Background: an optimization exercise with open tools, aiming at small area. Do not read the settings as production practice.
At most, simulation tests tie the RTL to the original design; equivalence was not proved.

// ddc_frontend
module ddc_frontend(
  input clock,                   
  input reset,                   
  input [31:0] frequency,        
  input signed [11:0] adc_data,  
  output out_strobe,             
  output signed [17:0] out_i,
  output signed [17:0] out_q
  );
==> module cordic_pipe, before the edit <==
module cordic_pipe #(parameter [13:0] CUT = 14'b00100100100100,
  parameter [13:0] ZFAST = 14'b11111111111111) (
  input         clock,
  input  [11:0] adc,
  input  [31:0] ph,
  output [17:0] xo,
  output [17:0] yo
  );
localparam [14*15-1:0] ATAN = {
  15'd1, 15'd3, 15'd5, 15'd10, 15'd20, 15'd41, 15'd81,
  15'd163, 15'd326, 15'd652, 15'd1302, 15'd2594, 15'd5110, 15'd9672};
wire [17:0] X [0:14];
wire [17:0] Y [0:14];
wire [15:0] Z [0:14];
wire [17:0] a  = {adc[11], adc, 5'b0};
wire [12:0] na13;
rca #(13) neg (.a(~{adc[11], adc}), .b(13'd0), .ci(1'b1), .s(na13));
wire [17:0] na = {na13, 5'b0};
assign X[0] = (ph[31] ^ ph[30]) ? na : a;
assign Y[0] = ph[31] ? na : a;
assign Z[0] = {~ph[29], ~ph[29], ph[28:15]};
genvar n;
generate
  for (n = 0; n < 14; n = n + 1)
    begin : stages
    wire d = Z[n][15-n];
    wire [17:0] ysh = {{(n+1){Y[n][17]}}, Y[n][17:n+1]};
    wire [17:0] xsh = {{(n+1){X[n][17]}}, X[n][17:n+1]};
    wire ry = Y[n][n];
    wire rx = X[n][n];
    wire [17:0] xn, yn;
    rca #(18) ax (.a(X[n]), .b(d ? ysh : ~ysh), .ci(d ? ry : ~ry), .s(xn));
    rca #(18) ay (.a(Y[n]), .b(d ? ~xsh : xsh), .ci(d ? ~rx : rx), .s(yn));
    wire [15:0] zn;
    if (n < 13)
      begin : zs
      wire [14-n:0] at = ATAN[n*15 +: 15-n];
      wire [14-n:0] zs;
      if (ZFAST[n])
        begin : f
        assign zs = Z[n][14-n:0] + (d ? at : ~at + 1'b1);
        end
      else
        begin : r
        rca #(15-n) az (.a(Z[n][14-n:0]), .b(d ? at : ~at), .ci(~d), .s(zs));
        end
      assign zn = zs;
      end
    else
      begin : zz
      assign zn = 16'd0;
      end
    if (CUT[n])
      begin : r
      reg [17:0] xr, yr;
      reg [14-n:0] zr;
      always @(posedge clock)
        begin
        xr <= xn;
        yr <= yn;
        zr <= zn[14-n:0];
        end
      assign X[n+1] = xr;
      assign Y[n+1] = yr;
      assign Z[n+1] = zr;
      end
    else
      begin : w
      assign X[n+1] = xn;
      assign Y[n+1] = yn;
      assign Z[n+1] = zn;
      end
    end
endgenerate
assign xo = X[14];
assign yo = Y[14];
endmodule
==> module cic2, before the edit <==
module cic2 (
  input         clock,
  input  [3:0]  r10,        
  input         iact,       
  input         cact,       
  input  [18:0] xi,         
  input  [18:0] xq,
  output reg [17:0] out_i,
  output reg [17:0] out_q
  );
reg [349:0] ir;
reg [279:0] cr;
reg [179:0] orr;
reg [34:0]  t;
wire [34:0] iw0 = ir[34:0];
wire [34:0] iw1 = ir[69:35];
wire sel_i = (r10 == 4'd4);
wire sel_q = (r10 == 4'd9);
wire dump = cact & ((r10 == 4'd0) | (r10 == 4'd5));
wire [18:0] xs = sel_i ? xi : xq;
wire xu = xs[18] | (&xs[17:0]);
wire [34:0] xin = {{17{xu}}, xs[18:1]};
wire [34:0] op = (sel_i | sel_q) ? xin : iw1;
wire [34:0] iw;
csa_add #(35, 24) ai (.a(dump ? 35'd0 : iw0), .b(iact ? op : 35'd0),
  .ci(iact & (sel_i | sel_q) & xs[0]), .s(iw));
always @(posedge clock)
  ir <= {iw, ir[349:35]};
wire cstep = cact & ~r10[3];                  
wire [34:0] cw0 = cr[34:0];
wire [34:0] src = (r10 == 4'd0) ? iw0 : (r10 == 4'd4) ? iw1 : t;
wire [34:0] dif;
csa_add #(35, 27) ac (.a(src), .b(cstep ? ~cw0 : 35'd0), .ci(cstep), .s(dif));
wire [34:0] cn = cstep ? src : cw0;
wire [17:0] rnd;
rca #(18) ar (.a(t[34:17]), .b(18'd0), .ci(t[16]), .s(rnd));
wire [17:0] ow0 = orr[17:0];
wire [17:0] ow1 = orr[35:18];
wire olast = (r10 == 4'd4) | (r10 == 4'd9);
wire [17:0] on = cact ? (olast ? rnd : ow1) : ow0;
always @(posedge clock)
  begin
  cr <= {cn, cr[279:35]};
  orr <= {on, orr[179:18]};
  t <= dif;
  if (cact & (r10 == 4'd0)) out_i <= ow0;
  if (cact & (r10 == 4'd5)) out_q <= ow0;
  end
endmodule
==> module ddc_frontend, before the edit <==
module ddc_frontend(
  input clock,                   
  input reset,                   
  input [31:0] frequency,        
  input signed [11:0] adc_data,  
  output out_strobe,             
  output signed [17:0] out_i,
  output signed [17:0] out_q
  );
localparam [13:0] CUT = 14'b01010101001000;   
localparam integer L = 5;                     
localparam [3:0] R16 = (2 - L + 32) % 16;     
localparam integer Q1 = (R16 + 1 + L - 3) / 16;
localparam [3:0] RK = 4'd0;                   
localparam [3:0] KC = (RK + 7 + Q1) % 10;     
localparam [3:0] R16M = (R16 + 15) % 16;      
localparam [3:0] RKM  = (R16 == 0) ? (RK + 9) % 10 : RK;    
reg [3:0] c16;     
reg [3:0] k10;     
reg [3:0] r10;     
reg armed, strobe, iact_r, cact_r;
wire c16_wrap = (c16 == 4'd15);
wire ev1 = (c16 == 4'd3);
wire istart = (r10 == 4'd0) & (c16 <= 4'd9);
wire iact = istart | (iact_r & (r10 != 4'd0));
wire cstart = istart & (k10 == KC);
wire cact = cstart | (cact_r & (r10 != 4'd0));
always @(posedge clock)
  begin
  iact_r <= iact;
  cact_r <= cact;
  if (reset)
    begin
    c16 <= R16;
    k10 <= RK;
    r10 <= 4'd0;
    armed <= 1'b0;
    strobe <= 1'b0;
    end
  else
    begin
    c16 <= c16 + 4'd1;
    if (c16_wrap) k10 <= (k10 == 4'd9) ? 4'd0 : k10 + 4'd1;
    r10 <= (r10 == 4'd9) ? 4'd0 : r10 + 4'd1;
    if ((c16 == R16M) & (k10 == RKM)) armed <= 1'b1;
    strobe <= armed & (c16 == R16) & (k10 == RK);
    end
  end
assign out_strobe = strobe;
reg [11:0] adc_r;
reg [31:0] phase;
wire [31:0] phase_n;
nco_step nco (.f(frequency), .p(phase), .pn(phase_n));
always @(posedge clock)
  begin
  adc_r <= adc_data;
  phase <= reset ? 32'd0 : phase_n;
  end
wire [17:0] cordic_i, cordic_q;
cordic_pipe #(.CUT(CUT), .ZFAST(14'b00000000110111)) rx_cordic (
  .clock(clock), .adc(adc_r), .ph(phase), .xo(cordic_i), .yo(cordic_q));
wire [18:0] r1_i, r1_q;
cic1 cic1_i (.clock(clock), .ev(ev1), .x(cordic_i), .r1(r1_i));
cic1 cic1_q (.clock(clock), .ev(ev1), .x(cordic_q), .r1(r1_q));
cic2 cic2_iq (
  .clock(clock), .r10(r10), .iact(iact), .cact(cact),
  .xi(r1_i), .xq(r1_q), .out_i(out_i), .out_q(out_q));
endmodule
clock: 16.0 ns
lec_check: 0
cap_margin: 20
core_margin: 2
core_utilization: 40
cts_buf_list: sky130_fd_sc_hd__clkbuf_8
cts_cluster_diameter: 60
cts_cluster_size: 16
slew_margin: 20
standard.sh (not shown) runs the stock make flow with config.mk's settings and CLKGATE_MAP_FILE= SYNTH_SCRIPT=/design/flow/synth_recipe.tcl, a recipe that flattens the netlist after the stock synthesis.
==> flow/flow/run.sh <==
#!/bin/bash
# Standard layout, with one netlist step between synthesis and floorplan: inverters
# around full adders are removed by flipping adders (a full adder commutes with
# complementing all its pins) and xor/xnor gates; registers are untouched.
set -euo pipefail
R=orfs/results/${FLOW_PLATFORM:-sky130hd}/ddc_frontend/base
bash standard.sh synth > synth.log 2>&1
cp "$R/1_2_yosys.v" "$R/1_2_yosys.std.v"
if python3 flow/invopt.py "$R/1_2_yosys.std.v" invopt.v > invopt.log 2>&1 &&
   python3 flow/simeq.py "$R/1_2_yosys.std.v" invopt.v > simeq.log 2>&1 &&
   grep -q ", 0 differ" simeq.log; then
  cp invopt.v "$R/1_2_yosys.v"
  echo "netlist step applied" >> invopt.log
else
  echo "netlist step skipped" >> invopt.log
fi
rm -f "$R/1_synth.odb" "$R/1_synth.sdc"
# ports buffered with the smallest buffer; the clock tree built as the standard flow
# builds it from config.mk's settings, without dummy loads
export BUFFER_PORTS_ARGS="-buffer_cell sky130_fd_sc_hd__buf_1"
export CTS_ARGS="-sink_clustering_enable -repair_clock_nets -sink_clustering_size 16 -sink_clustering_max_diameter 60 -buf_list sky130_fd_sc_hd__clkbuf_8 -dont_use_dummy_load"
bash standard.sh > layout.log 2>&1
Other scripts of this flow, unchanged in this note and not shown: flow/flow/invopt.py, flow/flow/simeq.py
The first run finished with timing, DRC and antenna clean.
Next try:
--- a/flow/design.v
+++ b/flow/design.v
@@ -13,12 +13,11 @@
     assign s[i]   = a[i] ^ b[i] ^ c[i];
     assign c[i+1] = (a[i] & b[i]) | (c[i] & (a[i] ^ b[i]));
     end
 endgenerate
 endmodule
-module cordic_pipe #(parameter [13:0] CUT = 14'b00100100100100,
-  parameter [13:0] ZFAST = 14'b11111111111111) (
+module cordic_pipe #(parameter [13:0] CUT = 14'b00100100100100) (
   input         clock,
   input  [11:0] adc,
   input  [31:0] ph,
   output [17:0] xo,
   output [17:0] yo
@@ -50,19 +49,11 @@
     rca #(18) ay (.a(Y[n]), .b(d ? ~xsh : xsh), .ci(d ? ~rx : rx), .s(yn));
     wire [15:0] zn;
     if (n < 13)
       begin : zs
       wire [14-n:0] at = ATAN[n*15 +: 15-n];
-      wire [14-n:0] zs;
-      if (ZFAST[n])
-        begin : f
-        assign zs = Z[n][14-n:0] + (d ? at : ~at + 1'b1);
-        end
-      else
-        begin : r
-        rca #(15-n) az (.a(Z[n][14-n:0]), .b(d ? at : ~at), .ci(~d), .s(zs));
-        end
+      wire [14-n:0] zs = Z[n][14-n:0] + (d ? at : ~at + 1'b1);
       assign zn = zs;
       end
     else
       begin : zz
       assign zn = 16'd0;
@@ -171,19 +162,19 @@
 wire [18:0] xs = sel_i ? xi : xq;
 wire xu = xs[18] | (&xs[17:0]);
 wire [34:0] xin = {{17{xu}}, xs[18:1]};
 wire [34:0] op = (sel_i | sel_q) ? xin : iw1;
 wire [34:0] iw;
-csa_add #(35, 24) ai (.a(dump ? 35'd0 : iw0), .b(iact ? op : 35'd0),
+csa_add #(35, 17) ai (.a(dump ? 35'd0 : iw0), .b(iact ? op : 35'd0),
   .ci(iact & (sel_i | sel_q) & xs[0]), .s(iw));
 always @(posedge clock)
   ir <= {iw, ir[349:35]};
 wire cstep = cact & ~r10[3];                  
 wire [34:0] cw0 = cr[34:0];
 wire [34:0] src = (r10 == 4'd0) ? iw0 : (r10 == 4'd4) ? iw1 : t;
 wire [34:0] dif;
-csa_add #(35, 27) ac (.a(src), .b(cstep ? ~cw0 : 35'd0), .ci(cstep), .s(dif));
+csa_add #(35, 17) ac (.a(src), .b(cstep ? ~cw0 : 35'd0), .ci(cstep), .s(dif));
 wire [34:0] cn = cstep ? src : cw0;
 wire [17:0] rnd;
 rca #(18) ar (.a(t[34:17]), .b(18'd0), .ci(t[16]), .s(rnd));
 wire [17:0] ow0 = orr[17:0];
 wire [17:0] ow1 = orr[35:18];
@@ -1209,11 +1200,11 @@
   begin
   adc_r <= adc_data;
   phase <= reset ? 32'd0 : phase_n;
   end
 wire [17:0] cordic_i, cordic_q;
-cordic_pipe #(.CUT(CUT), .ZFAST(14'b00000000110111)) rx_cordic (
+cordic_pipe #(.CUT(CUT)) rx_cordic (
   .clock(clock), .adc(adc_r), .ph(phase), .xo(cordic_i), .yo(cordic_q));
 wire [18:0] r1_i, r1_q;
 cic1 cic1_i (.clock(clock), .ev(ev1), .x(cordic_i), .r1(r1_i));
 cic1 cic1_q (.clock(clock), .ev(ev1), .x(cordic_q), .r1(r1_q));
 cic2 cic2_iq (
The changed run finished clean.
Design area goes up by 0.48%.
Register-to-register slack is worse by 0.17 ns.
Wire length goes down by 0.69%.
Utilization goes up by 0.11 points.
Fmax goes down by 1.1%.
Die area goes up by 0.54%.
Area after synthesis goes up by 0.54%.
Non-clock buffer count goes down by 7.
The RTL of the first run of this note was laid out without a check of its function.

==> what the ideal ports hide <==
No port has a modelled driver above. Below, the same layouts with a new extraction and two added sets of constraints.
Step 1 (the two cells are an assumption about what drives the block):
set clk [get_ports {clock}]
set_driving_cell -lib_cell sky130_fd_sc_hd__clkbuf_16 $clk
set_driving_cell -lib_cell sky130_fd_sc_hd__buf_2 [delete_from_list [all_inputs] $clk]
Step 2 adds t to the input delays and takes it off the output delays; t is the mean of the earliest and latest rising clock arrival at the registers after step 1. Input paths then give back, and output paths get back, about the clock's delay inside the block.
Slacks: ideal / step 1 / step 2; pairs: ideal / step 1.
run	t (ns)	slack for setup (ns)	worst setup path at the end	latest minus earliest clock arrival (ns)	pins driven straight from the clock port
the first run	0.873	0.876 / 0.876 / 0.876	register to register	0.167 / 0.167	1
the second run	0.856	0.707 / 0.707 / 0.707	register to register	0.167 / 0.168	1
After both steps setup and hold are still met in every run listed.
